Background: an optimization exercise with open tools, aiming at small area, a short achievable clock period and few clock cycles per item. Do not read the settings as production practice.
Where RTL was checked, it was by simulation tests only, not by an equivalence proof against the original.
No functional check of the RTL was part of runs 7 and 8.
No activity file was given, so power comes from the tool's default toggle rates.

==> flow/design.v <==
module fft_4pt #(
    parameter DATA_WIDTH = 16
) (
    input clk,
    input rst_n,
    input data_valid_in,
    input  signed [DATA_WIDTH-1:0] x0_r,
    input  signed [DATA_WIDTH-1:0] x0_i,
    input  signed [DATA_WIDTH-1:0] x1_r,
    input  signed [DATA_WIDTH-1:0] x1_i,
    input  signed [DATA_WIDTH-1:0] x2_r,
    input  signed [DATA_WIDTH-1:0] x2_i,
    input  signed [DATA_WIDTH-1:0] x3_r,
    input  signed [DATA_WIDTH-1:0] x3_i,
    output data_valid_out,
    output signed [DATA_WIDTH+1:0] X0_r,
    output signed [DATA_WIDTH+1:0] X0_i,
    output signed [DATA_WIDTH+1:0] X1_r,
    output signed [DATA_WIDTH+1:0] X1_i,
    output signed [DATA_WIDTH+1:0] X2_r,
    output signed [DATA_WIDTH+1:0] X2_i,
    output signed [DATA_WIDTH+1:0] X3_r,
    output signed [DATA_WIDTH+1:0] X3_i
);
    localparam S1 = DATA_WIDTH + 1;    
    localparam S2 = DATA_WIDTH + 2;    
    localparam K  = 11;                 
    localparam HW = S2 - K;            
    function automatic [17:0] add17(input [16:0] a, input [16:0] b, input ci);
        reg [16:0] p, G, P, G2, P2;
        integer i, d;
        begin
            p = a ^ b;  G = a & b;  P = p;
            G[0] = G[0] | (p[0] & ci);
            for (d = 1; d < 17; d = d * 2) begin
                G2 = G;  P2 = P;
                for (i = 0; i < 17; i = i + 1)
                    if (((i + 1) % (2 * d)) == 0) begin
                        G2[i] = G[i] | (P[i] & G[i-d]);  P2[i] = P[i] & P[i-d];
                    end
                G = G2;  P = P2;
            end
            for (d = 16; d >= 1; d = d / 2) begin
                G2 = G;  P2 = P;
                for (i = 0; i < 17; i = i + 1)
                    if (((i + 1) % (2 * d)) == d && i >= 2 * d) begin
                        G2[i] = G[i] | (P[i] & G[i-d]);  P2[i] = P[i] & P[i-d];
                    end
                G = G2;  P = P2;
            end
            add17 = {G[16], p ^ {G[15:0], ci}};
        end
    endfunction
    function automatic [11:0] addk(input [10:0] a, input [10:0] b, input ci);
        reg [10:0] p, G, P, G2, P2;
        integer i, d;
        begin
            p = a ^ b;  G = a & b;  P = p;
            G[0] = G[0] | (p[0] & ci);
            for (d = 1; d < 11; d = d * 2) begin
                G2 = G;  P2 = P;
                for (i = 0; i < 11; i = i + 1)
                    if (((i + 1) % (2 * d)) == 0) begin
                        G2[i] = G[i] | (P[i] & G[i-d]);  P2[i] = P[i] & P[i-d];
                    end
                G = G2;  P = P2;
            end
            for (d = 16; d >= 1; d = d / 2) begin
                G2 = G;  P2 = P;
                for (i = 0; i < 11; i = i + 1)
                    if (((i + 1) % (2 * d)) == d && i >= 2 * d) begin
                        G2[i] = G[i] | (P[i] & G[i-d]);  P2[i] = P[i] & P[i-d];
                    end
                G = G2;  P = P2;
            end
            addk = {G[10], p ^ {G[9:0], ci}};
        end
    endfunction
    function automatic [7:0] addh(input [6:0] a, input [6:0] b, input ci);
        reg [6:0] p, G, P, G2, P2;
        integer i, d;
        begin
            p = a ^ b;  G = a & b;  P = p;
            G[0] = G[0] | (p[0] & ci);
            for (d = 1; d < 7; d = d * 2) begin
                G2 = G;  P2 = P;
                for (i = 0; i < 7; i = i + 1)
                    if (((i + 1) % (2 * d)) == 0) begin
                        G2[i] = G[i] | (P[i] & G[i-d]);  P2[i] = P[i] & P[i-d];
                    end
                G = G2;  P = P2;
            end
            for (d = 16; d >= 1; d = d / 2) begin
                G2 = G;  P2 = P;
                for (i = 0; i < 7; i = i + 1)
                    if (((i + 1) % (2 * d)) == d && i >= 2 * d) begin
                        G2[i] = G[i] | (P[i] & G[i-d]);  P2[i] = P[i] & P[i-d];
                    end
                G = G2;  P = P2;
            end
            addh = {G[6], p ^ {G[5:0], ci}};
        end
    endfunction
    function automatic [S1-1:0] bf1(input [DATA_WIDTH-1:0] a, input [DATA_WIDTH-1:0] b, input sub);
        reg [S1-1:0] bb;
        reg [S1:0]   t;
        begin
            bb = {b[DATA_WIDTH-1], b} ^ {S1{sub}};
            t = add17({a[DATA_WIDTH-1], a}, bb, sub);
            bf1 = t[S1-1:0];
        end
    endfunction
    reg signed [S1-1:0] A_r, A_i, B_r, B_i, C_r, C_i, D_r, D_i;
    always @(posedge clk) begin
        A_r <= bf1(x0_r, x2_r, 1'b0);  A_i <= bf1(x0_i, x2_i, 1'b0);
        B_r <= bf1(x0_r, x2_r, 1'b1);  B_i <= bf1(x0_i, x2_i, 1'b1);
        C_r <= bf1(x1_r, x3_r, 1'b0);  C_i <= bf1(x1_i, x3_i, 1'b0);
        D_r <= bf1(x1_r, x3_r, 1'b1);  D_i <= bf1(x1_i, x3_i, 1'b1);
    end
    function automatic [S2:0] bfly(input [S1-1:0] p, input [S1-1:0] q, input sub);
        reg [S1-1:0] qq;
        reg [K:0]    lo;
        reg [HW-1:0] hi;
        begin
            qq = sub ? ~q : q;
            lo = addk(p[K-1:0], qq[K-1:0], sub);
            hi = addh({p[S1-1], p[S1-1:K]}, {qq[S1-1], qq[S1-1:K]}, 1'b0);
            bfly = {hi, lo};
        end
    endfunction
    reg [S2:0] Y0_r, Y0_i, Y1_r, Y1_i, Y2_r, Y2_i, Y3_r, Y3_i;
    always @(posedge clk) begin
        Y0_r <= bfly(A_r, C_r, 1'b0);  Y0_i <= bfly(A_i, C_i, 1'b0);
        Y1_r <= bfly(B_r, D_i, 1'b0);  Y1_i <= bfly(B_i, D_r, 1'b1);
        Y2_r <= bfly(A_r, C_r, 1'b1);  Y2_i <= bfly(A_i, C_i, 1'b1);
        Y3_r <= bfly(B_r, D_i, 1'b1);  Y3_i <= bfly(B_i, D_r, 1'b0);
    end
    reg valid_s1, valid_s2;
    always @(posedge clk or negedge rst_n) begin
        if (!rst_n) begin
            valid_s1 <= 1'b0;
            valid_s2 <= 1'b0;
        end else begin
            valid_s1 <= data_valid_in;
            valid_s2 <= valid_s1;
        end
    end
    function automatic [S2-1:0] fin(input [S2:0] y);
        reg [HW-1:0] h, t;
        integer i;
        begin
            h = y[S2:K+1];
            for (i = 0; i < HW; i = i + 1)
                t[i] = y[K] & ((h & ((1 << i) - 1)) == ((1 << i) - 1));
            fin = {h ^ t, y[K-1:0]};
        end
    endfunction
    assign X0_r = fin(Y0_r);  assign X0_i = fin(Y0_i);
    assign X1_r = fin(Y1_r);  assign X1_i = fin(Y1_i);
    assign X2_r = fin(Y2_r);  assign X2_i = fin(Y2_i);
    assign X3_r = fin(Y3_r);  assign X3_i = fin(Y3_i);
    assign data_valid_out = valid_s2;
endmodule
==> flow/flow/run.sh <==
#!/bin/bash
# The standard layout (standard.sh), with the port buffers that buffer_ports
# inserts made of plain buf_1 cells instead of its default delay buffer.
set -euo pipefail
cd "$(dirname "$0")/.."
echo "export BUFFER_PORTS_ARGS = -buffer_cell sky130_fd_sc_hd__buf_1" >> config.mk
bash standard.sh > standard.log 2>&1
==> flow/standard.sh <==
#!/bin/bash
# synth_recipe.tcl (not shown) runs the flow's synth.tcl, then flattens the netlist and writes it again
# the make line also repeats each setting of config.mk as NAME=value (left out here)
make -C /OpenROAD-flow-scripts/flow DESIGN_CONFIG=/design/flow/config.mk WORK_HOME=/design/flow/orfs CLKGATE_MAP_FILE= SYNTH_SCRIPT=/design/flow/synth_recipe.tcl "${@:-finish}"
==> flow/config.mk <==
export PLATFORM = sky130hd
export DESIGN_NAME = fft_4pt
export DESIGN_NICKNAME = fft_4pt
export VERILOG_FILES = /design/flow/design.v
export SDC_FILE = /design/flow/constraint.sdc
export NUM_CORES = 4
export LEC_CHECK = 0
export CAP_MARGIN = 20
export CORE_MARGIN = 2
export CORE_UTILIZATION = 62
export CTS_BUF_LIST = sky130_fd_sc_hd__clkbuf_4 sky130_fd_sc_hd__clkbuf_8
export CTS_CLUSTER_DIAMETER = 60
export CTS_CLUSTER_SIZE = 16
export SETUP_SLACK_MARGIN = 0.8
export SLEW_MARGIN = 20
export BUFFER_PORTS_ARGS = -buffer_cell sky130_fd_sc_hd__buf_1
==> flow/constraint.sdc <==
create_clock -name core_clock -period 3.0 [get_ports {clk}]
set_input_delay 0.6000 -clock core_clock [delete_from_list [all_inputs] [get_ports {clk}]]
set_output_delay 0.6000 -clock core_clock [all_outputs]
set_load 0.01 [all_outputs]
==> flow_summary.yaml, run 1 <==
synth:
  avgSynthCellArea_um2: 10.1
  syn_inst: 1734
  yosys_most_used_dff: "dfxtp_1"
  syn_nets: 2241
  ys.warnings.count: 1
  synthArstFlopShare: 0.00709
  synthTopCellsByCount: "inv_1, dfxtp_1, ha_1, fa_1, xnor2_1"
  ys_seq_area_frac: 0.323
  ys_seq_elements: 282
  synth_area_leaders: "dfxtp_1, ha_1, fa_1"
  synth_edf_count: 0
  yosysTopAreaCell: "dfxtp_1"
  ys_types: 48
  synth.most_common_cell: "inv_1"
  synth_top_area_frac: 0.320
  syn_area_um2: 17500
power_and_ir_drop:
  vdd_drop_max_mv: 0.708
  p_int_mw: 9.86
  p_seq_frac: 0.381
  power.density_nw_per_um2: 785
  power.switching_mw: 6.54
  leakage_nw: 9.93
  swShare: 0.399
  power_frac_comb: 0.459
  power.share.clock: 0.159
finish:
  areaGrowthSynthToFinish_pct: 19.2
  utilization: 0.752
  fin_nets: 2496
  drive_above_1_share: 0.226
die:
  rows: 61
  ios: 276
  coreArea_um2: 27800
  initial_utilization: 0.631
  die_area_um2: 29600
  die_x_um: 172
  fp.dieH_um: 172
clock_tree:
  cts_sinks: 282
  h-tree-depth: 1
  cts_buffers: 28
  cts.clk_slew.worst_paths_ns: 0.10
  cts_root_buffer: "clkbuf_8"
  clk_latency_ns: 0.60
  clock_path_buffers: 3
  cts_tree: "built"
grt:
  antenna_found_initial: 2
  grt_usage: 0.241
  gr-total-overflow: 0
  grt_pass1_vias: 11900
  grt_max_degree: 17
  grt_first_pass_wirelength_mm: 56.0
detailed_routing:
  drt-initial-drc-count: 389
  viasPerCell: 4.92
  routed_wl_mm: 36.3
  drt_drc_violations_left: 0
  wl_per_cell_um: 15.2
  num_vias: 11700
  ant_nets: 0
  drt_pre_antenna_iters: 6
run_status:
  status: "complete, no violations"
place:
  gp_congestion: 0.866
  post-dp-hpwl_mm: 28.4
  numPortBuffers: 275
timing:
  finalCritPeriodShare: 0.813
  drv_slew: 0
  period_minus_slack_ns: 2.44
  rsz0062_at_grt: "yes"
  tightest_slew_ns: 0.353
  tns_ns: 0
  timing.fmax_mhz: 410
  max_slew_margin: 0.765
  hold_violations: 0
  worst_clock_skew_ns: 0.0376
  setup_viol: 0
setup_path:
  cp.required_ns: 3.49
  cp_max_fo: 3
  crit_arrival_ns: 2.93
  cp-end-kind: "flip-flop"
  start_kind: "flip-flop"
  critical_path_class: "flip-flop to flip-flop"
worst_hold_path:
  min_path_type: "input pin to flip-flop"
job:
  cap_violations: 0
-- routing by layer --
layer / vias to the layer above / global-route usage / wire length, µm
met4: 0 / 0.0756 / 1220
met5: - / 0 / 0
met1: 5644 / 0.304 / 15300
li1: 5783 / - / -
met2: 244 / 0.427 / 18100
met3: 77 / 0.0336 / 1610
-- worst max-delay path, stage by stage, from the launching register on --
cell and delay (ns):
dfxtp_4 0.38, ha_1 0.15, inv_1 0.05, fa_2 0.35, o21ba_4 0.21, o21ai_4 0.15
a21oi_4 0.09, a2111oi_4 0.32, nor3_2 0.09, fa_1 0.49, inv_1 0.04
-- cell families (layout without fill, tap and decap cells) --
family | after synthesis | in the layout | synth area share
mux | 8 | 8 | 0.00486
fa+ha+maj | 376 | 376 | 0.327
other cells | 0 | 3 | 0
buf+inv | 476 | 750 | 0.125
simple gates | 219 | 219 | 0.0640
flops | 282 | 282 | 0.323
xor+xnor | 152 | 152 | 0.0760
compound gates | 221 | 221 | 0.0811
-- through the flow --
stage / setup WS, ns / cell area, µm² / cells / hold WS [ns] / power [mW]
2_1_floorplan: 0.541 / 18300 / 1734 / 0.304 / 11.2
3_3_place_gp: -0.0101 / 19000 / 2290 / 0.339 / 12.4
3_5_place_dp: -0.0345 / 19000 / 2290 / 0.347 / 12.6
4_1_cts: 0.533 / 20300 / 2362 / 0.0623 / 15.9
5_1_grt: 0.486 / 20900 / 2388 / 0.0801 / 17.7
6_report: 0.560 / 20900 / 2389 / 0.0931 / 16.4
-- area by class of cell --
class	instances	area (µm²)
well taps	378	473
fillers	2043	6890
repair buffers	330	1600
inverters	371	1480
flip-flops and latches	282	5700
clock inverters	18	178
diodes	3	7.51
clock buffers	31	427
multi-input cells	976	11000
-- registers in the layout (all words and copies together), names as in the netlist, 18 cells and up --
signal,count
Y2_r,18
Y0_r,19
Y0_i,19
Y3_i,19
Y3_r,18
Y2_i,18
Y1_i,18
Y1_r,19
-- power groups by stage --
stage	registers, mW	clock network, mW	logic [mW]
after global placement	6.13	0	6.25
final	6.25	2.61	7.53
after floorplan	5.88	0	5.27
after detailed placement	6.16	0	6.42
after CTS	6.17	2.68	7.06
after global routing	6.43	2.83	8.47
-- worst paths after layout --
kind / slack [ns] / to / depth (start not counted) / from
setup reg to reg: 0.56 / Y3_i[10] / 10 / B_i[0]
hold / removal: 0.09 / valid_s1 / 1 / data_valid_in
hold reg to reg: 0.37 / valid_s2 / 0 / valid_s1
setup / recovery: 0.56 / Y3_i[10] / 10 / B_i[0]
max in group asynchronous: 2.57 / valid_s2 / 2 / rst_n
min in group asynchronous: 0.31 / valid_s1 / 2 / rst_n
-- cell usage in the layout, fill, tap and decap left out, types with 11 or more instances in the layout --
master	n
xnor2_2	20
clkbuf_8	31
inv_2	19
nand2b_1	24
ha_1	209
clkbuf_2	14
nand2b_4	11
nor2b_1	12
dfxtp_1	251
inv_1	339
a21oi_1	71
nand2_1	24
buf_2	42
a21oi_4	12
dfxtp_2	25
xor2_1	43
buf_6	17
and3_4	16
o211ai_1	14
fa_1	84
buf_1	217
a21o_1	22
ha_4	27
fa_2	52
nor2_1	55
nor3_1	26
a21oi_2	16
o21ai_0	17
buf_4	37
xnor2_1	84
-- repair_timing --
| item | CTS | global route |
|---|---|---|
| endpoints found under the setup margin | 85 | 106 |
| resized for setup | 152 | 110 |
| setup buffers | 22 | 24 |
| hold buffers | 1 | 0 |
| endpoints found under the hold margin | 2 | 0 |
| pin swaps | 47 | 58 |
Testbench counts, summed over its fixed seeds: cycles 8,016, items 8,000.
==> run 2: changes to the inputs <==
--- a/flow/config.mk
+++ b/flow/config.mk
@@ -11,6 +11,6 @@
 export CTS_BUF_LIST = sky130_fd_sc_hd__clkbuf_4 sky130_fd_sc_hd__clkbuf_8
 export CTS_CLUSTER_DIAMETER = 60
 export CTS_CLUSTER_SIZE = 16
-export SETUP_SLACK_MARGIN = 0.8
+export SETUP_SLACK_MARGIN = 0.6
 export SLEW_MARGIN = 20
 export BUFFER_PORTS_ARGS = -buffer_cell sky130_fd_sc_hd__buf_1
==> flow_summary.yaml, run 2 <==
setup_path:
  critical_path_class: "flip-flop to flip-flop"
  ff2ff_path_depth: 9
  cp-endpoint: "Y0_r[9]"
  cp_max_fo: 3
  cp-end-kind: "flip-flop"
  crit_arrival_ns: 2.87
  r2r-start: "A_r[0]"
  cp.required_ns: 3.47
  critPathLaunch: "A_r[0]"
  rr_endpoint: "Y0_r[9]"
  ff2ff_setup_slack_ns: 0.59
  start_kind: "flip-flop"
grt:
  grt_pass1_vias: 11400
  grt_first_pass_wirelength_mm: 53.8
  grt_max_degree: 17
  gr-total-overflow: 0
  grt_usage: 0.232
  antenna_found_initial: 3
detailed_routing:
  routed_wl_mm: 34.1
  met1_length_mm: 14.7
  met2_length_mm: 16.7
  drt_drc_violations_left: 0
  drt_pre_antenna_iters: 4
  wl_per_cell_um: 14.5
  drt-initial-drc-count: 401
  viasPerCell: 4.85
  wl_met3_mm: 1.53
  top_layer: "met4"
  ant_nets: 0
  num_vias: 11400
die:
  die_area_um2: 29600
  initial_utilization: 0.631
  fp.dieH_um: 172
  die_x_um: 172
  rows: 61
  coreArea_um2: 27800
  ios: 276
synth:
  ys_seq_area_frac: 0.323
  avgSynthCellArea_um2: 10.1
  yosys_most_used_dff: "dfxtp_1"
  synth_area_leaders: "dfxtp_1, ha_1, fa_1"
  synth_top_area_frac: 0.320
  syn_area_um2: 17500
  syn_inst: 1734
  ys_seq_elements: 282
  synth_edf_count: 0
  yosysTopAreaCell: "dfxtp_1"
  ys.warnings.count: 1
  ys_types: 48
  synthArstFlopShare: 0.00709
  syn_nets: 2241
  synth.most_common_cell: "inv_1"
  synthTopCellsByCount: "inv_1, dfxtp_1, ha_1, fa_1, xnor2_1"
finish:
  utilization: 0.716
  fin_area_um2: 19900
  areaGrowthSynthToFinish_pct: 13.5
  fin_nets: 2467
  drive_above_1_share: 0.136
  layout_commonest_cell: "inv_1"
  most-common-layout-cells: "inv_1, buf_1, dfxtp_1"
timing:
  period_minus_slack_ns: 2.41
  rsz0062_at_grt: "yes"
  tightest_slew_ns: 0.384
  max_slew_margin: 0.742
  hold_violations: 0
  timing.fmax_mhz: 416
  drv_slew: 0
  setup_viol: 0
  tns_ns: 0
  finalCritPeriodShare: 0.802
  worst_clock_skew_ns: 0.0160
power_and_ir_drop:
  p_total_mw: 15.6
  power.switching_mw: 6.12
  leakage_nw: 9.47
  vdd_drop_max_mv: 0.480
  power.density_nw_per_um2: 786
  power_frac_comb: 0.438
  power.share.clock: 0.169
  p_seq_frac: 0.393
  swShare: 0.392
  p_int_mw: 9.51
clock_tree:
  clock_path_buffers: 3
  cts.clk_slew.worst_paths_ns: 0.10
  cts_sinks: 282
  cts_root_buffer: "clkbuf_8"
  h-tree-depth: 1
  cts_tree: "built"
  cts_buffers: 27
  clk_latency_ns: 0.59
place:
  numPortBuffers: 275
  dpl_cell_area_um2: 18600
  post-dp-hpwl_mm: 27.5
  gp_congestion: 0.865
job:
  cap_violations: 0
worst_hold_path:
  min_path_type: "input pin to flip-flop"
run_status:
  status: "complete, no violations"
## run 2: changes by cell type in the layout (fill, tap and decap cells not counted), sizes merged
cell      previous run  this run
clkinvlp             3         2
clkbuf              46        35
bufinv               1         3
buf                314       295
clkinv              10         8
diode                3         4
## run 2: worst min-delay path by stage
stage | startpoint | to | slack [ns] | cells after the start
finish | data_valid_in | valid_s1 | 0.1 | 1
global route | data_valid_in | valid_s1 | 0.07 | 1
CTS | data_valid_in | valid_s1 | 0.06 | 1
detailed placement | valid_s1 | valid_s2 | 0.34 | 0
global placement | valid_s1 | valid_s2 | 0.34 | 0
floorplan | rst_n | valid_s1 | 0.30 | 0
## run 2: cells by family after synthesis
group,after synthesis,share of synthesized area
adder cells (fa/ha/maj),376,0.327
XOR/XNOR,152,0.0760
flip-flops,282,0.323
multiplexers,8,0.00486
AO/OA/AOI/OAI,221,0.0811
AND/OR/NAND/NOR,219,0.0640
buffers and inverters,476,0.125
## run 2: worst max-delay path: stages, from the launching register on
cell      delay [ns]
dfxtp_4         0.37
ha_2            0.18
fa_2            0.37
nand2b_1        0.11
a21oi_2         0.08
o31ai_4         0.24
nand2b_1        0.12
a221o_1         0.32
fa_2            0.36
xnor2_2         0.14
## run 2: routing by layer
| layer | vias to the layer above | track usage |
|---|---|---|
| met5 | - | 0 |
| met4 | 0 | 0.0767 |
| met3 | 67 | 0.0350 |
| met2 | 251 | 0.412 |
| met1 | 5376 | 0.290 |
| li1 | 5736 | - |
## run 2: cell type report
cell class                      instances  area (µm²)
Fill cell                            2195        7900
Clock inverter                         17         206
Sequential cell                       282        5700
Clock buffer                           29         393
Inverter                              371        1450
Tap cell                              378         473
Multi-Input combinational cell        976       10400
Timing Repair Buffer                  302        1260
Antenna cell                            4        10.0
## run 2: power groups by stage
stage | registers (mW) | logic, mW | clock network [mW]
4_1_cts | 6.10 | 6.62 | 2.73
3_3_place_gp | 6.13 | 6.12 | 0
3_5_place_dp | 6.14 | 6.27 | 0
5_1_grt | 6.32 | 7.79 | 2.85
2_1_floorplan | 5.87 | 5.18 | 0
6_report | 6.15 | 6.84 | 2.64
## run 2: through the flow
| stage | cells | setup slack, ns | hold slack, ns |
|---|---|---|---|
| detailed placement | 2285 | 0.0253 | 0.343 |
| global route | 2358 | 0.510 | 0.0728 |
| floorplan | 1734 | 0.541 | 0.304 |
| finish | 2359 | 0.594 | 0.0974 |
| CTS | 2340 | 0.531 | 0.0576 |
| global placement | 2285 | 0.0546 | 0.338 |
## run 2: what timing repair did
| action | CTS | global route |
|---|---|---|
| endpoints found under the hold margin | 2 | 0 |
| hold buffers | 1 | 0 |
| setup buffers | 8 | 15 |
| resized for setup | 79 | 69 |
| pin swaps | 31 | 34 |
| setup endpoints to repair | 45 | 44 |
==> run 3: changes to the inputs <==
--- a/flow/config.mk
+++ b/flow/config.mk
@@ -5,12 +5,13 @@
 export SDC_FILE = /design/flow/constraint.sdc
 export NUM_CORES = 4
 export LEC_CHECK = 0
+export ABC_AREA = 1
 export CAP_MARGIN = 20
 export CORE_MARGIN = 2
 export CORE_UTILIZATION = 62
 export CTS_BUF_LIST = sky130_fd_sc_hd__clkbuf_4 sky130_fd_sc_hd__clkbuf_8
 export CTS_CLUSTER_DIAMETER = 60
 export CTS_CLUSTER_SIZE = 16
-export SETUP_SLACK_MARGIN = 0.6
+export SETUP_SLACK_MARGIN = 0.9
 export SLEW_MARGIN = 20
 export BUFFER_PORTS_ARGS = -buffer_cell sky130_fd_sc_hd__buf_1
==> flow_summary.yaml, run 3 <==
run_status:
  status: "complete, no violations"
synth:
  synth_top_area_frac: 0.309
  syn_nets: 2516
  yosys_most_used_dff: "dfxtp_1"
  avgSynthCellArea_um2: 9.03
  synth_area_leaders: "dfxtp_1, ha_1, fa_1"
  ys_seq_area_frac: 0.312
  yosysTopAreaCell: "dfxtp_1"
  ys_seq_elements: 282
  ys_types: 38
  synthArstFlopShare: 0.00709
  synthTopCellsByCount: "inv_1, dfxtp_1, nand2_1, ha_1, fa_1"
  synth.most_common_cell: "inv_1"
  ys.warnings.count: 1
  syn_inst: 2009
  syn_area_um2: 18100
  synth_edf_count: 0
timing:
  rsz0062_at_grt: "yes"
  period_minus_slack_ns: 2.42
  hold_violations: 0
  finalCritPeriodShare: 0.805
  worst_clock_skew_ns: 0.0359
  max_slew_margin: 0.768
  setup_viol: 0
  drv_slew: 0
  tightest_slew_ns: 0.349
  timing.fmax_mhz: 414
  tns_ns: 0
worst_hold_path:
  min_path_type: "input pin to flip-flop"
  min_to: "valid_s1"
  min_from: "data_valid_in"
  whs_path_depth: 1
setup_path:
  ff2ff_path_depth: 9
  rr_endpoint: "Y2_i[8]"
  cp_max_fo: 3
  r2r-start: "C_i[0]"
  cp-end-kind: "output port"
  crit_arrival_ns: 1.82
  cp.required_ns: 2.40
  ff2ff_setup_slack_ns: 0.74
  critical_path_class: "flip-flop to output port"
  start_kind: "flip-flop"
grt:
  grt_pass1_vias: 12300
  grt_max_degree: 18
  grt_first_pass_wirelength_mm: 58.4
  grt_usage: 0.237
  antenna_found_initial: 0
  gr-total-overflow: 0
die:
  ios: 276
  die_area_um2: 30600
  coreArea_um2: 28800
  initial_utilization: 0.630
  rows: 62
  fp.dieH_um: 175
  die_x_um: 175
place:
  post-dp-hpwl_mm: 28.5
  numPortBuffers: 275
  dp.cells: 2561
  gp_congestion: 0.893
  dpl_cell_area_um2: 19200
clock_tree:
  h-tree-depth: 1
  cts.clk_slew.worst_paths_ns: 0.09
  cts_root_buffer: "clkbuf_8"
  cts_sinks: 282
  cts_buffers: 28
  cts_tree: "built"
  clock_path_buffers: 3
  clk_latency_ns: 0.61
detailed_routing:
  drt_drc_violations_left: 0
  num_vias: 12400
  routed_wl_mm: 36.7
  drt-initial-drc-count: 528
  drt_pre_antenna_iters: 4
  wl_per_cell_um: 13.7
  viasPerCell: 4.64
  ant_nets: 0
finish:
  utilization: 0.742
  fin_nets: 2785
  areaGrowthSynthToFinish_pct: 17.7
  drive_above_1_share: 0.202
  antenna_cells: 0
  fin_area_um2: 21400
  final_cells: 2681
  most-common-layout-cells: "inv_1, dfxtp_1, nand2_1"
  layout_commonest_cell: "inv_1"
power_and_ir_drop:
  power.density_nw_per_um2: 785
  leakage_nw: 11.0
  power.share.clock: 0.162
  power_frac_comb: 0.461
  p_seq_frac: 0.377
  swShare: 0.405
  vdd_drop_max_mv: 0.649
  power.switching_mw: 6.79
  p_int_mw: 9.98
job:
  cap_violations: 0
run 3: what timing repair did:
item	4_1_cts	5_1_grt
hold endpoints to repair	2	0
buffers inserted	39	31
endpoints found under the setup margin	89	104
pin swaps	76	85
gates resized for setup	178	133
hold buffers	1	0
run 3: layer usage:
layer  wire (µm)  vias to the layer above  global-route usage
met5           0                        -                   0
met4         969                        0              0.0656
met3        1810                       64              0.0344
met2       18000                      249               0.418
met1       15900                     5796               0.305
li1            -                     6325                   -
run 3: metrics by stage:
step,hold slack (ns),setup slack (ns),total power [mW]
after floorplan,0.304,0.773,11.2
after global placement,0.338,0.224,12.5
after detailed placement,0.372,0.188,12.6
after CTS,0.0828,0.498,16.2
after global routing,0.0877,0.499,18.1
final,0.111,0.584,16.8
run 3: kinds of logic (layout without fill, tap and decap cells):
kind of cell,after synthesis,count (layout),share of synthesized area
DFF,282,282,0.312
adders and majority gates,376,376,0.316
xor gates and xnor gates,145,145,0.0700
AOI/OAI and AO/OA,122,122,0.0414
and+or+nand+nor,444,444,0.108
buffers and inverters,640,928,0.154
run 3: critical path, stage by stage (launching register included):
cell and delay (ns):
dfxtp_2 0.37, nand3_4 0.09, nor2_4 0.12, nand2_1 0.09
nor2_2 0.15, buf_4 0.14, xor2_2 0.13, buf_2 0.15
run 3: worst max path at each step:
stage / start / to / depth (start not counted)
final: Y0_r[13] / X0_r[16] / 7
after global routing: Y0_i[12] / X0_i[17] / 7
after CTS: Y2_r[12] / X2_r[17] / 7
after detailed placement: x0_i[0] / B_i[12] / 14
after global placement: x1_i[0] / D_i[12] / 14
after floorplan: x0_i[0] / B_i[12] / 13
run 3: cell type report:
cell class | instances | area, µm²
clock buffer | 33 | 448
clock inverter | 16 | 198
fill | 2149 | 7420
inverter | 533 | 2050
multi-input combinational | 1087 | 10700
sequential | 282 | 5710
tap | 384 | 480
timing repair buffer | 346 | 1780
run 3: power groups by stage:
stage / combinational [mW] / sequential (mW) / clock, mW
global route: 8.73 / 6.47 / 2.92
CTS: 7.13 / 6.25 / 2.79
floorplan: 5.33 / 5.90 / 0
detailed placement: 6.43 / 6.20 / 0
finish: 7.74 / 6.32 / 2.72
global placement: 6.27 / 6.19 / 0
==> run 4: changes to the inputs <==
--- a/flow/config.mk
+++ b/flow/config.mk
@@ -12,6 +12,6 @@
 export CTS_BUF_LIST = sky130_fd_sc_hd__clkbuf_4 sky130_fd_sc_hd__clkbuf_8
 export CTS_CLUSTER_DIAMETER = 60
 export CTS_CLUSTER_SIZE = 16
-export SETUP_SLACK_MARGIN = 0.9
+export SETUP_SLACK_MARGIN = 0.45
 export SLEW_MARGIN = 20
 export BUFFER_PORTS_ARGS = -buffer_cell sky130_fd_sc_hd__buf_1
==> flow_summary.yaml, run 4 <==
clock_tree:
  h-tree-depth: 1
  clk_latency_ns: 0.58
  clock_path_buffers: 3
  cts_root_buffer: "clkbuf_8"
  cts_tree: "built"
  cts.clk_slew.worst_paths_ns: 0.09
  cts_buffers: 29
  cts_sinks: 282
run_status:
  status: "complete, no violations"
place:
  dp_slack_ns: 0.317
  gp_congestion: 0.889
  numPortBuffers: 275
  post-dp-hpwl_mm: 28.3
synth:
  syn_nets: 2516
  ys_types: 38
  synth.most_common_cell: "inv_1"
  ys.warnings.count: 1
  yosys_most_used_dff: "dfxtp_1"
  yosysTopAreaCell: "dfxtp_1"
  ys_seq_elements: 282
  syn_inst: 2009
  synth_area_leaders: "dfxtp_1, ha_1, fa_1"
  ys_seq_area_frac: 0.312
  synthTopCellsByCount: "inv_1, dfxtp_1, nand2_1, ha_1, fa_1"
  syn_area_um2: 18100
  synthArstFlopShare: 0.00709
  synth_edf_count: 0
  synth_top_area_frac: 0.309
  avgSynthCellArea_um2: 9.03
setup_path:
  crit_arrival_ns: 2.90
  cp_max_fo: 4
  critical_path_class: "flip-flop to flip-flop"
  start_kind: "flip-flop"
  cp.required_ns: 3.48
  cp-end-kind: "flip-flop"
timing:
  worst_clock_skew_ns: 0.0189
  setup_viol: 0
  timing.fmax_mhz: 415
  hold_violations: 0
  drv_slew: 0
  period_minus_slack_ns: 2.41
  finalCritPeriodShare: 0.804
  rsz0062_at_grt: "yes"
  tightest_slew_ns: 0.437
  max_slew_margin: 0.705
  setup_slack_ns: 0.588
  tns_ns: 0
power_and_ir_drop:
  vdd_drop_max_mv: 0.522
  power.density_nw_per_um2: 780
  leakage_nw: 10.4
finish:
  fin_nets: 2719
  areaGrowthSynthToFinish_pct: 8.61
  n_fill_cell: 2436
  layout_commonest_cell: "inv_1"
  drive_above_1_share: 0.0756
  most-common-layout-cells: "inv_1, dfxtp_1, buf_1"
die:
  coreArea_um2: 28800
  initial_utilization: 0.630
  die_area_um2: 30600
  die_x_um: 175
  rows: 62
  fp.dieH_um: 175
  ios: 276
grt:
  grt_max_degree: 17
  grt_usage: 0.226
  antenna_found_initial: 2
  grt_pass1_vias: 12100
  gr-total-overflow: 0
  grt_first_pass_wirelength_mm: 55.6
detailed_routing:
  drt-initial-drc-count: 356
  met1_length_mm: 15.2
  num_vias: 12000
  met2_length_mm: 16.1
  drt_drc_violations_left: 0
  wl_met3_mm: 1.76
  drt_pre_antenna_iters: 5
  viasPerCell: 4.57
  wl_per_cell_um: 12.9
  top_layer: "met4"
  ant_nets: 0
  routed_wl_mm: 33.8
job:
  cap_violations: 0
worst_hold_path:
  min_path_type: "input pin to flip-flop"
==> run 4: cell count changes in the layout (fill, tap and decap cells not counted), sizes merged <==
cell,before,now
inv,539,541
buf,337,273
clkbuf,41,40
diode,0,3
==> run 4: routing by layer <==
metal  global-route usage  up-vias
li1                     -     6195
met1                0.294     5497
met2                0.393      238
met3               0.0348       44
met4               0.0628        0
met5                    0        -
==> run 4: area by class of cell <==
class,count,area [µm²],share of cell area
Sequential cell,282,5670,0.288
Tap cell,384,480,0.0244
Timing Repair Buffer,279,1070,0.0544
Antenna cell,3,7.51,0.000381
Multi-Input combinational cell,1087,9780,0.497
Clock inverter,18,220,0.0112
Inverter,533,2000,0.102
Clock buffer,35,469,0.0238
==> run 4: cell families (layout without fill, tap and decap cells) <==
kind of cell             Yosys count  in the layout  synth area share
AND/OR/NAND/NOR                  444            444             0.108
XOR/XNOR                         145            145            0.0700
other                              0              3                 0
flip-flops                       282            282             0.312
buffers and inverters            640            865             0.154
adder cells (fa/ha/maj)          376            376             0.316
AO/OA/AOI/OAI                    122            122            0.0414
==> run 4: what timing repair did <==
item                                   4_1_cts  5_1_grt
hold buffers                                 1        0
gates resized for setup                      3       29
pin swaps                                    2        2
buffers inserted                             2        1
setup endpoints to repair                    4       15
endpoints found under the hold margin        2        0
==> run 4: through the flow <==
stage / power (mW) / hold slack, ns / area [µm²] / util / std cells
after global placement: 12.4 / 0.336 / 18900 / 0.656 / 2561
after CTS: 15.5 / 0.0719 / 19600 / 0.681 / 2617
after global routing: 16.8 / 0.0747 / 19700 / 0.685 / 2620
after detailed placement: 12.6 / 0.343 / 18900 / 0.656 / 2561
final: 15.4 / 0.116 / 19700 / 0.685 / 2621
after floorplan: 11.2 / 0.304 / 18100 / - / 2009
==> run 4: power breakdown <==
group          internal [mW]  switching, mW  total (mW)
Sequential              5.23          0.889        6.12
Combinational           2.62           3.83        6.44
Clock                   1.29           1.51        2.80
Total                   9.14           6.22        15.4
==> run 4: worst max-delay path: stages, from the launching register on <==
cell and delay, ns:
dfxtp_1 0.45, ha_1 0.19, inv_1 0.05, fa_1 0.44
o31ai_4 0.32, nand2_1 0.08, nand2_1 0.12, a21oi_1 0.10
fa_1 0.50, inv_1 0.05
==> run 4: path summary, 6_finish.rpt <==
path	from	slack [ns]	endpoint	cells past startpoint
max	D_r[0]	0.59	Y3_i[10]	9
min	data_valid_in	0.12	valid_s1	1
max reg2reg	D_r[0]	0.59	Y3_i[10]	9
min reg2reg	valid_s1	0.36	valid_s2	0
max in group asynchronous	rst_n	2.54	valid_s1	2
min in group asynchronous	rst_n	0.33	valid_s2	2
==> run 5: changes to the inputs <==
--- a/flow/config.mk
+++ b/flow/config.mk
@@ -12,6 +12,6 @@
 export CTS_BUF_LIST = sky130_fd_sc_hd__clkbuf_4 sky130_fd_sc_hd__clkbuf_8
 export CTS_CLUSTER_DIAMETER = 60
 export CTS_CLUSTER_SIZE = 16
-export SETUP_SLACK_MARGIN = 0.45
+export SETUP_SLACK_MARGIN = 0.75
 export SLEW_MARGIN = 20
 export BUFFER_PORTS_ARGS = -buffer_cell sky130_fd_sc_hd__buf_1
==> flow_summary.yaml, run 5 <==
timing:
  timing.fmax_mhz: 418
  rsz0062_at_grt: "yes"
  setup_slack_ns: 0.607
  period_minus_slack_ns: 2.39
  setup_viol: 0
  max_slew_margin: 0.769
  hold_slack_ns: 0.111
  hold_violations: 0
  finalCritPeriodShare: 0.798
  tightest_slew_ns: 0.346
  tns_ns: 0
  worst_clock_skew_ns: 0.0192
  drv_slew: 0
synth:
  synth_area_leaders: "dfxtp_1, ha_1, fa_1"
  synthArstFlopShare: 0.00709
  synthTopCellsByCount: "inv_1, dfxtp_1, nand2_1, ha_1, fa_1"
  ys_seq_elements: 282
  yosysTopAreaCell: "dfxtp_1"
  synth.most_common_cell: "inv_1"
  yosys_most_used_dff: "dfxtp_1"
  ys_seq_area_frac: 0.312
  synth_edf_count: 0
  syn_inst: 2009
  avgSynthCellArea_um2: 9.03
  synth_top_area_frac: 0.309
  syn_area_um2: 18100
  syn_nets: 2516
  ys_types: 38
  ys.warnings.count: 1
detailed_routing:
  ant_nets: 0
  viasPerCell: 4.61
  drt-initial-drc-count: 412
  drt_drc_violations_left: 0
  drt_pre_antenna_iters: 5
  num_vias: 12200
  routed_wl_mm: 35.2
  wl_per_cell_um: 13.3
grt:
  grt_first_pass_wirelength_mm: 58.3
  antenna_found_initial: 0
  grt_pass1_vias: 12600
  grt_usage: 0.236
  grt_max_degree: 18
  gr-total-overflow: 0
setup_path:
  critical_path_class: "flip-flop to output port"
  r2r-start: "C_i[0]"
  worst-path-buf-inv: 1
  cp_max_fo: 3
  start_kind: "flip-flop"
  crit_arrival_ns: 1.79
  crit_family: "simple AND/OR/NAND/NOR gates"
  cp-end-kind: "output port"
  ff2ff_path_depth: 9
  worstPathCellList: "nand3_4 > nor2_4 > nand2_2 > nor2_4 > nand2_2 > xnor2_2 > buf_2"
  cp.required_ns: 2.40
  slowest_delay_ns: 0.37
  cp.depth: 7
  critPathLaunch: "Y0_r[12]"
  cp_slowest_cell: "dfxtp_2"
clock_tree:
  cts.clk_slew.worst_paths_ns: 0.10
  h-tree-depth: 1
  clock_path_buffers: 3
  clk_latency_ns: 0.58
  cts_buffers: 28
  cts_tree: "built"
  cts_sinks: 282
  cts_root_buffer: "clkbuf_8"
finish:
  fin_nets: 2759
  fin_area_um2: 20500
  drive_above_1_share: 0.147
  antenna_cells: 0
  utilization: 0.712
  areaGrowthSynthToFinish_pct: 13.0
  most-common-layout-cells: "inv_1, dfxtp_1, buf_1"
  layout_commonest_cell: "inv_1"
worst_hold_path:
  min_from: "data_valid_in"
  whs_path_depth: 1
  min_path_type: "input pin to flip-flop"
place:
  dp_slack_ns: 0.364
  numPortBuffers: 275
  gp_congestion: 0.846
  post-dp-hpwl_mm: 28.6
  dpl_cell_area_um2: 18900
die:
  ios: 276
  fp.dieH_um: 175
  die_x_um: 175
  coreArea_um2: 28800
  die_area_um2: 30600
  initial_utilization: 0.630
  rows: 62
power_and_ir_drop:
  leakage_nw: 10.7
  power.density_nw_per_um2: 783
  vdd_drop_max_mv: 0.589
run_status:
  status: "complete, no violations"
job:
  cap_violations: 0
-- run 5: area by class of cell --
cell class	instances	area, µm²
Clock buffer	33	448
Clock inverter	17	200
Fill cell	2358	8290
Inverter	533	2010
Multi-Input combinational cell	1087	10200
Sequential cell	282	5700
Tap cell	384	480
Timing Repair Buffer	320	1490
-- run 5: path summary, 6_finish.rpt --
check | endpoint | slack (ns)
setup / recovery | X0_r[17] | 0.61
hold / removal | valid_s1 | 0.11
setup reg to reg | Y2_i[8] | 0.73
hold reg to reg | valid_s2 | 0.37
max in group asynchronous | valid_s2 | 2.55
min in group asynchronous | valid_s1 | 0.32
-- run 5: stage by stage --
stage	cells	power, mW
floorplan	2009	11.2
global placement	2561	12.4
detailed placement	2561	12.6
CTS	2639	15.8
global route	2656	17.5
finish	2656	16.1
-- run 5: report_power, final --
group | internal (mW) | switching, mW
registers | 5.26 | 1.02
clock network | 1.24 | 1.47
logic | 3.03 | 4.03
total | 9.53 | 6.52
-- run 5: repair_timing --
| action | 4_1_cts | 5_1_grt |
|---|---|---|
| hold buffers | 1 | 0 |
| setup buffers | 27 | 17 |
| endpoints found under the hold margin | 2 | 0 |
| pin swaps | 32 | 49 |
| setup endpoints to repair | 46 | 68 |
| resized for setup | 94 | 100 |
-- run 5: routing by layer --
layer,track usage,vias to the layer above,wire [µm],share of wire
met2,0.415,248,17100,0.48
met3,0.0416,50,1930,0.055
met1,0.299,5670,15500,0.44
li1,-,6269,-,-
met4,0.0622,0,755,0.021
met5,0,-,0,0
-- run 5: cell families (layout without fill, tap and decap cells) --
logic type	count (synthesis)	after routing	synth area share
AND/OR/NAND/NOR	444	444	0.108
buffers and inverters	640	903	0.154
AO/OA/AOI/OAI	122	122	0.0414
adder cells (fa/ha/maj)	376	376	0.316
flip-flops	282	282	0.312
XOR/XNOR	145	145	0.0700
==> run 6: changes to the inputs <==
--- a/flow/config.mk
+++ b/flow/config.mk
@@ -12,6 +12,6 @@
 export CTS_BUF_LIST = sky130_fd_sc_hd__clkbuf_4 sky130_fd_sc_hd__clkbuf_8
 export CTS_CLUSTER_DIAMETER = 60
 export CTS_CLUSTER_SIZE = 16
-export SETUP_SLACK_MARGIN = 0.75
+export SETUP_SLACK_MARGIN = 0.6
 export SLEW_MARGIN = 20
 export BUFFER_PORTS_ARGS = -buffer_cell sky130_fd_sc_hd__buf_1
==> flow_summary.yaml, run 6 <==
die:
  fp.dieH_um: 175
  coreArea_um2: 28800
  initial_utilization: 0.630
  die_area_um2: 30600
  die_x_um: 175
  ios: 276
  rows: 62
grt:
  grt_max_degree: 17
  antenna_found_initial: 2
  gr-total-overflow: 0
  grt_pass1_vias: 12200
  grt_usage: 0.229
  grt_first_pass_wirelength_mm: 56.2
timing:
  drv_slew: 0
  rsz0062_at_grt: "yes"
  finalCritPeriodShare: 0.781
  tns_ns: 0
  hold_slack_ns: 0.112
  worst_clock_skew_ns: 0.0209
  setup_viol: 0
  period_minus_slack_ns: 2.34
  timing.fmax_mhz: 427
  hold_violations: 0
  tightest_slew_ns: 0.359
  max_slew_margin: 0.761
finish:
  layout_commonest_cell: "inv_1"
  fin_area_um2: 20100
  fin_nets: 2749
  areaGrowthSynthToFinish_pct: 11.0
  most-common-layout-cells: "inv_1, buf_1, dfxtp_1"
  utilization: 0.700
  drive_above_1_share: 0.113
synth:
  syn_nets: 2516
  ys_seq_elements: 282
  avgSynthCellArea_um2: 9.03
  ys_seq_area_frac: 0.312
  syn_area_um2: 18100
  synthTopCellsByCount: "inv_1, dfxtp_1, nand2_1, ha_1, fa_1"
  syn_inst: 2009
  synth_edf_count: 0
  synth.most_common_cell: "inv_1"
  synthArstFlopShare: 0.00709
  synth_top_area_frac: 0.309
  yosys_most_used_dff: "dfxtp_1"
  ys.warnings.count: 1
  synth_area_leaders: "dfxtp_1, ha_1, fa_1"
  ys_types: 38
  yosysTopAreaCell: "dfxtp_1"
detailed_routing:
  num_vias: 12100
  drt_pre_antenna_iters: 5
  drt-initial-drc-count: 370
  drt_drc_violations_left: 0
  wl_per_cell_um: 13.0
  routed_wl_mm: 34.5
  ant_nets: 0
  viasPerCell: 4.58
setup_path:
  start_kind: "flip-flop"
  cp_slowest_cell: "dfxtp_2"
  cp_max_fo: 3
  crit_arrival_ns: 1.74
  cp-end-kind: "output port"
  worstPathCellList: "nand3_4 > nor2_4 > nand2_2 > nor2_4 > nand2_2 > xnor2_2 > buf_2"
  critical_path_class: "flip-flop to output port"
  slowest_delay_ns: 0.36
  cp.required_ns: 2.40
place:
  numPortBuffers: 275
  post-dp-hpwl_mm: 28.3
  dpl_cell_area_um2: 18900
  gp_congestion: 0.889
clock_tree:
  cts_tree: "built"
  cts_buffers: 29
  clk_latency_ns: 0.59
  cts_sinks: 282
  cts.clk_slew.worst_paths_ns: 0.10
  cts_root_buffer: "clkbuf_8"
  h-tree-depth: 1
  clock_path_buffers: 3
worst_hold_path:
  min_path_type: "input pin to flip-flop"
power_and_ir_drop:
  vdd_drop_max_mv: 0.555
  power.density_nw_per_um2: 784
  leakage_nw: 10.6
  p_total_mw: 15.8
job:
  cap_violations: 0
run_status:
  status: "complete, no violations"
[run 6: cell types whose count changed in the layout (fill, tap and decap cells not counted), sizes merged]
cell      change
buf          -10
diode         +3
clkbuf        +1
clkinv        -1
clkinvlp      +1
inv           +1
[run 6: kinds of logic after synthesis]
logic type      count (synthesis)  share of synthesized area
buf+inv                       640                      0.154
compound gates                122                     0.0414
flops                         282                      0.312
simple gates                  444                      0.108
fa+ha+maj                     376                      0.316
xor+xnor                      145                     0.0700
[run 6: report_power, final]
part | leakage (nW) | total [mW] | internal (mW) | switching [mW]
combinational | 7.90 | 6.77 | 2.85 | 3.93
sequential | 2.39 | 6.23 | 5.26 | 0.964
clock | 0.345 | 2.80 | 1.29 | 1.51
[run 6: final timing paths]
kind,start,slack [ns],to,depth (start not counted)
setup / recovery,Y0_r[12],0.66,X0_r[17],7
hold / removal,data_valid_in,0.11,valid_s1,1
setup reg to reg,A_r[0],0.69,Y2_r[6],10
hold reg to reg,valid_s1,0.36,valid_s2,0
max in group asynchronous,rst_n,2.55,valid_s1,2
min in group asynchronous,rst_n,0.33,valid_s2,2
[run 6: what timing repair did]
action | 4_1_cts | 5_1_grt
endpoints found under the hold margin | 2 | 0
cloned | 0 | 0
hold buffers | 1 | 0
setup buffers | 20 | 13
setup endpoints to repair | 21 | 42
pin swaps | 21 | 31
resized for setup | 58 | 50
[run 6: cell type report]
type,count,area (µm²)
clock buffers,35,469
well taps,384,480
diodes,3,7.51
repair buffers,309,1320
clock inverters,18,220
fillers,2383,8640
inverters,533,2000
flip-flops and latches,282,5700
multi-input cells,1087,9950
[run 6: per-layer routing]
| metal | vias to the layer above | routed length (µm) | track usage |
|---|---|---|---|
| li1 | 6255 | - | - |
| met1 | 5599 | 15200 | 0.295 |
| met2 | 250 | 16700 | 0.400 |
| met3 | 44 | 1790 | 0.0350 |
| met4 | 0 | 786 | 0.0653 |
| met5 | - | 0 | 0 |
[run 6: metrics by stage]
| step | cells | setup slack [ns] |
|---|---|---|
| after global placement | 2561 | 0.356 |
| after floorplan | 2009 | 0.687 |
| after global routing | 2650 | 0.522 |
| after CTS | 2635 | 0.548 |
| final | 2651 | 0.658 |
| after detailed placement | 2561 | 0.317 |
[run 6: worst max-delay path: cells and delay by family (launching register included)]
family / cells / cell delay [ns]
DFF: 1 / 0.36
and+or+nand+nor: 5 / 0.50
xor gates and xnor gates: 1 / 0.15
buffers and inverters: 1 / 0.15
==> run 7: changes to the inputs <==
--- a/flow/design.v
+++ b/flow/design.v
@@ -24,7 +24,7 @@
 );
     localparam S1 = DATA_WIDTH + 1;    
     localparam S2 = DATA_WIDTH + 2;    
-    localparam K  = 11;                 
+    localparam K  = 10;                 
     localparam HW = S2 - K;            
     function automatic [17:0] add17(input [16:0] a, input [16:0] b, input ci);
         reg [16:0] p, G, P, G2, P2;
@@ -51,15 +51,15 @@
             add17 = {G[16], p ^ {G[15:0], ci}};
         end
     endfunction
-    function automatic [11:0] addk(input [10:0] a, input [10:0] b, input ci);
-        reg [10:0] p, G, P, G2, P2;
+    function automatic [10:0] addk(input [9:0] a, input [9:0] b, input ci);
+        reg [9:0] p, G, P, G2, P2;
         integer i, d;
         begin
             p = a ^ b;  G = a & b;  P = p;
             G[0] = G[0] | (p[0] & ci);
-            for (d = 1; d < 11; d = d * 2) begin
+            for (d = 1; d < 10; d = d * 2) begin
                 G2 = G;  P2 = P;
-                for (i = 0; i < 11; i = i + 1)
+                for (i = 0; i < 10; i = i + 1)
                     if (((i + 1) % (2 * d)) == 0) begin
                         G2[i] = G[i] | (P[i] & G[i-d]);  P2[i] = P[i] & P[i-d];
                     end
@@ -67,24 +67,24 @@
             end
             for (d = 16; d >= 1; d = d / 2) begin
                 G2 = G;  P2 = P;
-                for (i = 0; i < 11; i = i + 1)
+                for (i = 0; i < 10; i = i + 1)
                     if (((i + 1) % (2 * d)) == d && i >= 2 * d) begin
                         G2[i] = G[i] | (P[i] & G[i-d]);  P2[i] = P[i] & P[i-d];
                     end
                 G = G2;  P = P2;
             end
-            addk = {G[10], p ^ {G[9:0], ci}};
+            addk = {G[9], p ^ {G[8:0], ci}};
         end
     endfunction
-    function automatic [7:0] addh(input [6:0] a, input [6:0] b, input ci);
-        reg [6:0] p, G, P, G2, P2;
+    function automatic [8:0] addh(input [7:0] a, input [7:0] b, input ci);
+        reg [7:0] p, G, P, G2, P2;
         integer i, d;
         begin
             p = a ^ b;  G = a & b;  P = p;
             G[0] = G[0] | (p[0] & ci);
-            for (d = 1; d < 7; d = d * 2) begin
+            for (d = 1; d < 8; d = d * 2) begin
                 G2 = G;  P2 = P;
-                for (i = 0; i < 7; i = i + 1)
+                for (i = 0; i < 8; i = i + 1)
                     if (((i + 1) % (2 * d)) == 0) begin
                         G2[i] = G[i] | (P[i] & G[i-d]);  P2[i] = P[i] & P[i-d];
                     end
@@ -92,13 +92,13 @@
             end
             for (d = 16; d >= 1; d = d / 2) begin
                 G2 = G;  P2 = P;
-                for (i = 0; i < 7; i = i + 1)
+                for (i = 0; i < 8; i = i + 1)
                     if (((i + 1) % (2 * d)) == d && i >= 2 * d) begin
                         G2[i] = G[i] | (P[i] & G[i-d]);  P2[i] = P[i] & P[i-d];
                     end
                 G = G2;  P = P2;
             end
-            addh = {G[6], p ^ {G[5:0], ci}};
+            addh = {G[7], p ^ {G[6:0], ci}};
         end
     endfunction
     function automatic [S1-1:0] bf1(input [DATA_WIDTH-1:0] a, input [DATA_WIDTH-1:0] b, input sub);
--- a/flow/config.mk
+++ b/flow/config.mk
@@ -5,7 +5,6 @@
 export SDC_FILE = /design/flow/constraint.sdc
 export NUM_CORES = 4
 export LEC_CHECK = 0
-export ABC_AREA = 1
 export CAP_MARGIN = 20
 export CORE_MARGIN = 2
 export CORE_UTILIZATION = 62
==> flow_summary.yaml, run 7 <==
synth:
  ys_types: 46
  synthTopCellsByCount: "inv_1, dfxtp_1, ha_1, fa_1, xnor2_1"
  synth_edf_count: 0
  yosys_most_used_dff: "dfxtp_1"
  synthArstFlopShare: 0.00709
  syn_area_um2: 17700
  ys_seq_elements: 282
  ys.warnings.count: 1
  synth_area_leaders: "dfxtp_1, ha_1, fa_1"
  synth.most_common_cell: "inv_1"
  yosysTopAreaCell: "dfxtp_1"
  synth_top_area_frac: 0.317
  syn_inst: 1739
  ys_seq_area_frac: 0.320
  syn_nets: 2254
  avgSynthCellArea_um2: 10.2
detailed_routing:
  wl_per_cell_um: 14.9
  drt-initial-drc-count: 401
  wl_met3_mm: 1.60
  met1_length_mm: 15.4
  num_vias: 11800
  top_layer: "met4"
  routed_wl_mm: 36.1
  drt_pre_antenna_iters: 4
  ant_nets: 0
  drt_drc_violations_left: 0
  met2_length_mm: 17.7
  viasPerCell: 4.89
timing:
  max_slew_margin: 0.651
  timing.fmax_mhz: 397
  rsz0062_at_grt: "yes"
  worst_clock_skew_ns: 0.0359
  period_minus_slack_ns: 2.52
  tns_ns: 0
  hold_violations: 0
  setup_viol: 0
  drv_slew: 0
  finalCritPeriodShare: 0.839
  tightest_slew_ns: 0.511
power_and_ir_drop:
  p_seq_frac: 0.388
  power_frac_comb: 0.447
  leakage_nw: 9.87
  p_int_mw: 9.78
  power.switching_mw: 6.59
  swShare: 0.403
  power.share.clock: 0.165
  power.density_nw_per_um2: 791
  vdd_drop_max_mv: 0.621
die:
  coreArea_um2: 27900
  die_area_um2: 29900
  die_x_um: 173
  initial_utilization: 0.633
  rows: 61
  fp.dieH_um: 173
  ios: 276
worst_hold_path:
  whs_path_depth: 1
  min_from: "data_valid_in"
  min_path_type: "input pin to flip-flop"
  min_to: "valid_s1"
setup_path:
  crit_arrival_ns: 3.02
  start_kind: "flip-flop"
  r2r-start: "B_r[0]"
  worstPathCellList: "ha_4 > fa_2 > nor2b_4 > o21bai_4 > a221oi_2 > or2_4 > a221o_1 > fa_2 > xnor2_1"
  ff2ff_setup_slack_ns: 0.48
  cp_max_fo: 3
  slowest_delay_ns: 0.39
  critical_path_class: "flip-flop to flip-flop"
  cp.required_ns: 3.50
  ff2ff_path_depth: 9
  cp_slowest_cell: "fa_2"
  crit_top_cell: "fa_2"
  cp-end-kind: "flip-flop"
  rr_endpoint: "Y0_r[9]"
finish:
  layout_commonest_cell: "inv_1"
  multiInputGateArea_um2: 10800
  n_fill_cell: 2039
  fin_nets: 2531
  fin_area_um2: 20700
  most-common-layout-cells: "inv_1, buf_1, dfxtp_1"
  seqCellArea_um2: 5710
  areaGrowthSynthToFinish_pct: 17.1
  utilization: 0.741
  drive_above_1_share: 0.178
clock_tree:
  cts.clk_slew.worst_paths_ns: 0.09
  h-tree-depth: 1
  clock_path_buffers: 3
  cts_tree: "built"
  clk_latency_ns: 0.62
  cts_sinks: 282
  cts_root_buffer: "clkbuf_8"
  cts_buffers: 29
grt:
  gr-total-overflow: 0
  grt_first_pass_wirelength_mm: 57.2
  grt_usage: 0.236
  grt_max_degree: 17
  antenna_found_initial: 2
  grt_pass1_vias: 12300
place:
  dpl_cell_area_um2: 18800
  post-dp-hpwl_mm: 27.7
  gp_congestion: 0.876
  numPortBuffers: 275
job:
  cap_violations: 0
run_status:
  status: "complete, no violations"
==> run 7: cell count changes after synthesis, moves of 15 or more <==
| cell | before | now |
|---|---|---|
| nor2b_1 | 0 | 16 |
| a21o_1 | 5 | 20 |
| nor2_2 | 15 | 0 |
| nand2_2 | 28 | 0 |
| nand2_1 | 260 | 36 |
| a21oi_1 | 57 | 97 |
| o21ai_0 | 10 | 33 |
| nand2b_1 | 0 | 27 |
| xnor2_1 | 88 | 120 |
| xor2_1 | 57 | 40 |
| inv_1 | 507 | 360 |
| inv_2 | 26 | 0 |
| nand3_1 | 39 | 16 |
==> run 7: cell families after synthesis <==
family | count (synthesis) | share of synthesized area
buffers and inverters | 464 | 0.119
adder cells (fa/ha/maj) | 384 | 0.333
XOR/XNOR | 160 | 0.0792
flip-flops | 282 | 0.320
AO/OA/AOI/OAI | 235 | 0.0850
AND/OR/NAND/NOR | 210 | 0.0615
multiplexers | 4 | 0.00226
==> run 7: power by group through the flow <==
stage / logic (mW) / registers [mW] / clock network, mW
finish: 7.32 / 6.35 / 2.69
global route: 8.19 / 6.52 / 2.91
CTS: 6.94 / 6.26 / 2.75
detailed placement: 6.32 / 6.22 / 0
global placement: 6.17 / 6.19 / 0
floorplan: 5.16 / 5.95 / 0
==> run 7: critical path, delay by kind of cell (launching register included) <==
kind,cells,cell delay [ns]
adder cells (fa/ha/maj),3,0.93
AO/OA/AOI/OAI,3,0.56
AND/OR/NAND/NOR,2,0.40
flip-flops,1,0.38
XOR/XNOR,1,0.12
==> run 7: stage by stage <==
stage | hold WS, ns | setup slack (ns) | total power [mW] | instances
2_1_floorplan | 0.304 | 0.562 | 11.1 | 1739
3_3_place_gp | 0.345 | 0.133 | 12.4 | 2293
3_5_place_dp | 0.354 | 0.0696 | 12.5 | 2293
4_1_cts | 0.0753 | 0.399 | 15.9 | 2401
5_1_grt | 0.0840 | 0.421 | 17.6 | 2419
6_report | 0.118 | 0.484 | 16.4 | 2420
==> run 7: area by class of cell <==
type / instances / area share
antenna: 3 / 0.000363
clock buffer: 33 / 0.0210
clock inverter: 21 / 0.00979
inverter: 364 / 0.0688
multi-input combinational: 993 / 0.523
sequential: 282 / 0.276
tap: 378 / 0.0228
timing repair buffer: 346 / 0.0781
==> run 7: routing by layer <==
metal,vias up,global-route usage
li1,5856,-
met1,5611,0.296
met2,278,0.414
met3,87,0.0354
met4,0,0.0865
met5,-,0
==> run 7: worst max-delay path by stage <==
| stage | slack, ns | startpoint | end |
|---|---|---|---|
| 4_1_cts | 0.40 | A_i[0] | Y0_i[9] |
| 6_report | 0.48 | B_r[0] | Y0_r[9] |
| 3_3_place_gp | 0.13 | x3_r[5] | C_r[15] |
| 5_1_grt | 0.42 | B_r[0] | Y0_r[9] |
| 2_1_floorplan | 0.56 | x3_i[5] | C_i[10] |
| 3_5_place_dp | 0.07 | x1_r[0] | D_r[15] |
==> run 7: repair_timing <==
action                                  in CTS  in global routing
endpoints found under the setup margin      46                 54
pin swaps                                   53                 37
setup buffers                               53                 16
resized for setup                          122                 88
hold buffers                                 1                  0
endpoints found under the hold margin        2                  0
gates cloned                                 0                  0
==> run 8: changes to the inputs <==
--- a/flow/config.mk
+++ b/flow/config.mk
@@ -5,6 +5,7 @@
 export SDC_FILE = /design/flow/constraint.sdc
 export NUM_CORES = 4
 export LEC_CHECK = 0
+export ABC_AREA = 1
 export CAP_MARGIN = 20
 export CORE_MARGIN = 2
 export CORE_UTILIZATION = 62
==> flow_summary.yaml, run 8 <==
run_status:
  status: "complete, no violations"
setup_path:
  worstPathCellList: "inv_2 > nor2_4 > nand2_2 > nor2_4 > nand4_1 > xor2_1 > buf_2"
  cp.required_ns: 2.40
  crit_top_cell: "nor2_4"
  cp-end-kind: "output port"
  cp_max_fo: 5
  start_kind: "flip-flop"
  slowest_delay_ns: 0.36
  worst-path-buf-inv: 2
  crit_arrival_ns: 1.87
  cp_slowest_cell: "dfxtp_2"
  critical_path_class: "flip-flop to output port"
  crit_family: "simple AND/OR/NAND/NOR gates"
finish:
  utilization: 0.700
  multiInputGateArea_um2: 10200
  fin_area_um2: 20600
  most-common-layout-cells: "inv_1, nand2_1, dfxtp_1"
  fin_nets: 2805
  drive_above_1_share: 0.110
  n_fill_cell: 2447
  layout_commonest_cell: "inv_1"
  seqCellArea_um2: 5690
  areaGrowthSynthToFinish_pct: 12.0
synth:
  synth_edf_count: 0
  ys.warnings.count: 1
  synth_area_leaders: "dfxtp_1, ha_1, fa_1"
  ys_types: 36
  synth.most_common_cell: "inv_1"
  synthArstFlopShare: 0.00709
  syn_area_um2: 18400
  yosysTopAreaCell: "dfxtp_1"
  synth_top_area_frac: 0.305
  yosys_most_used_dff: "dfxtp_1"
  syn_nets: 2558
  ys_seq_elements: 282
  synthTopCellsByCount: "inv_1, nand2_1, dfxtp_1, ha_1, fa_1"
  syn_inst: 2043
  avgSynthCellArea_um2: 8.99
  ys_seq_area_frac: 0.308
grt:
  grt_usage: 0.229
  gr-total-overflow: 0
  antenna_found_initial: 2
  grt_pass1_vias: 12200
  grt_max_degree: 17
  grt_first_pass_wirelength_mm: 56.9
clock_tree:
  cts_buffers: 31
  cts_root_buffer: "clkbuf_8"
  cts_sinks: 282
  clock_path_buffers: 3
  cts_tree: "built"
  cts.clk_slew.worst_paths_ns: 0.09
  h-tree-depth: 1
  clk_latency_ns: 0.61
timing:
  tns_ns: 0
  hold_violations: 0
  drv_slew: 0
  tightest_slew_ns: 0.379
  finalCritPeriodShare: 0.825
  period_minus_slack_ns: 2.47
  rsz0062_at_grt: "yes"
  setup_viol: 0
  max_slew_margin: 0.746
  worst_clock_skew_ns: 0.0162
  timing.fmax_mhz: 404
power_and_ir_drop:
  leakage_nw: 11.0
  vdd_drop_max_mv: 0.634
  p_total_mw: 16.3
  power.density_nw_per_um2: 792
die:
  die_area_um2: 31000
  die_x_um: 176
  coreArea_um2: 29400
  ios: 276
  rows: 63
  fp.dieH_um: 176
  initial_utilization: 0.625
detailed_routing:
  drt_pre_antenna_iters: 5
  routed_wl_mm: 35.1
  wl_per_cell_um: 13.0
  drt_drc_violations_left: 0
  viasPerCell: 4.58
  num_vias: 12400
  ant_nets: 0
  drt-initial-drc-count: 424
place:
  post-dp-hpwl_mm: 28.4
  numPortBuffers: 275
  gp_congestion: 0.873
  dpl_cell_area_um2: 19200
worst_hold_path:
  min_path_type: "input pin to flip-flop"
job:
  cap_violations: 0
[run 8: cell types whose count changed after synthesis, moves of 11 or more]
| cell | change |
|---|---|
| a21oi_1 | -32 |
| nand3_1 | +29 |
| nor2b_1 | -16 |
| xnor2_1 | -27 |
| nand2b_1 | -27 |
| a21o_1 | -12 |
| o211ai_1 | -12 |
| xor2_1 | +15 |
| o21ai_0 | -33 |
| nand2_1 | +269 |
| nor3_1 | -11 |
| inv_1 | +161 |
[run 8: worst reg2reg max path, cell delays in order (launching register included)]
cell	delay, ns
dfxtp_4	0.40
inv_4	0.07
ha_4	0.16
fa_2	0.39
nand3b_1	0.17
o211ai_1	0.19
nand3_1	0.17
nand2_2	0.11
inv_1	0.05
fa_2	0.51
inv_1	0.04
[run 8: layout make-up]
type,count,share of cell area
antenna,3,0.000365
multi-input combinational,1127,0.496
clock buffer,33,0.0215
inverter,531,0.0970
tap,390,0.0237
clock inverter,25,0.0160
sequential,282,0.277
timing repair buffer,317,0.0685
[run 8: path summary, 6_finish.rpt]
kind | from | endpoint | slack (ns) | depth (start not counted)
setup / recovery | Y0_i[12] | X0_i[17] | 0.53 | 7
hold reg to reg | valid_s1 | valid_s2 | 0.36 | 0
min in group asynchronous | rst_n | valid_s2 | 0.31 | 2
setup reg to reg | B_r[0] | Y2_r[8] | 0.66 | 10
hold / removal | data_valid_in | valid_s1 | 0.09 | 1
max in group asynchronous | rst_n | valid_s1 | 2.57 | 2
[run 8: logic make-up after synthesis]
family | synth area share
buffers and inverters | 0.147
and+or+nand+nor | 0.113
adders and majority gates | 0.320
DFF | 0.308
xor gates and xnor gates | 0.0724
AOI/OAI and AO/OA | 0.0390
[run 8: layer usage]
layer / track usage / wire, µm / vias up
li1: - / - / 6362
met1: 0.295 / 15500 / 5730
met2: 0.392 / 16700 / 247
met3: 0.0394 / 1900 / 58
met4: 0.0730 / 1060 / 0
met5: 0 / 0 / -
[run 8: power by group]
part,internal (mW),total (mW),switching [mW]
Sequential,5.25,6.26,1.01
Clock,1.52,3.10,1.58
Combinational,2.96,6.94,3.98
[run 8: what timing repair did]
item | in CTS | in global routing
setup endpoints to repair | 38 | 46
hold endpoints to repair | 2 | 0
gates resized for setup | 72 | 53
pin swaps | 27 | 39
hold buffers | 1 | 0
buffers inserted | 25 | 16
[run 8: stage by stage]
stage	cells	worst slack (ns)	hold slack (ns)
2_1_floorplan	2043	0.678	0.304
3_3_place_gp	2605	0.314	0.339
3_5_place_dp	2605	0.265	0.344
4_1_cts	2689	0.471	0.0455
5_1_grt	2707	0.445	0.0536
6_report	2708	0.526	0.0934

## static timing again, ports no longer ideal
The flow's constraints put no driver on any port. The routed layouts listed below were extracted and timed again, unchanged, in two steps. Step 1, drivers: a clkbuf_16 drives clk and a buf_2 each remaining input, both assumed. Step 2 adds t to the input delays and takes it off the output delays; t is the mean of the earliest and latest rising clock arrival at the registers after step 1. Input paths then give back, and output paths get back, about the clock's delay inside the block. a / b / c = ideal ports / drivers / drivers and shift; a / b = the first two.
| run | t (ns) | setup WS [ns] | worst setup path at the end | worst data-port slew with drivers (ns) | pins driven straight from the clock port |
|---|---|---|---|---|---|
| run 1 | 0.631 | 0.560 / 0.528 / 0.205 | input to register | 0.09 | 1 |
| run 2 | 0.625 | 0.594 / 0.591 / 0.096 | input to register | 0.10 | 1 |
| run 3 | 0.635 | 0.584 / 0.539 / 0.403 | input to register | 0.06 | 1 |
| run 4 | 0.625 | 0.588 / 0.547 / 0.337 | input to register | 0.09 | 1 |
| run 5 | 0.621 | 0.607 / 0.558 / 0.373 | input to register | 0.06 | 1 |
| run 6 | 0.629 | 0.658 / 0.608 / 0.340 | input to register | 0.09 | 1 |
| run 7 | 0.645 | 0.484 / 0.484 / 0.066 | input to register | 0.08 | 1 |
| run 8 | 0.645 | 0.526 / 0.480 / 0.263 | input to register | 0.09 | 1 |
After both steps setup and hold are still met in every run listed. For run 2, which loses most, drivers alone change the setup slack by -0.003 ns; drivers and shift together by -0.498 ns.
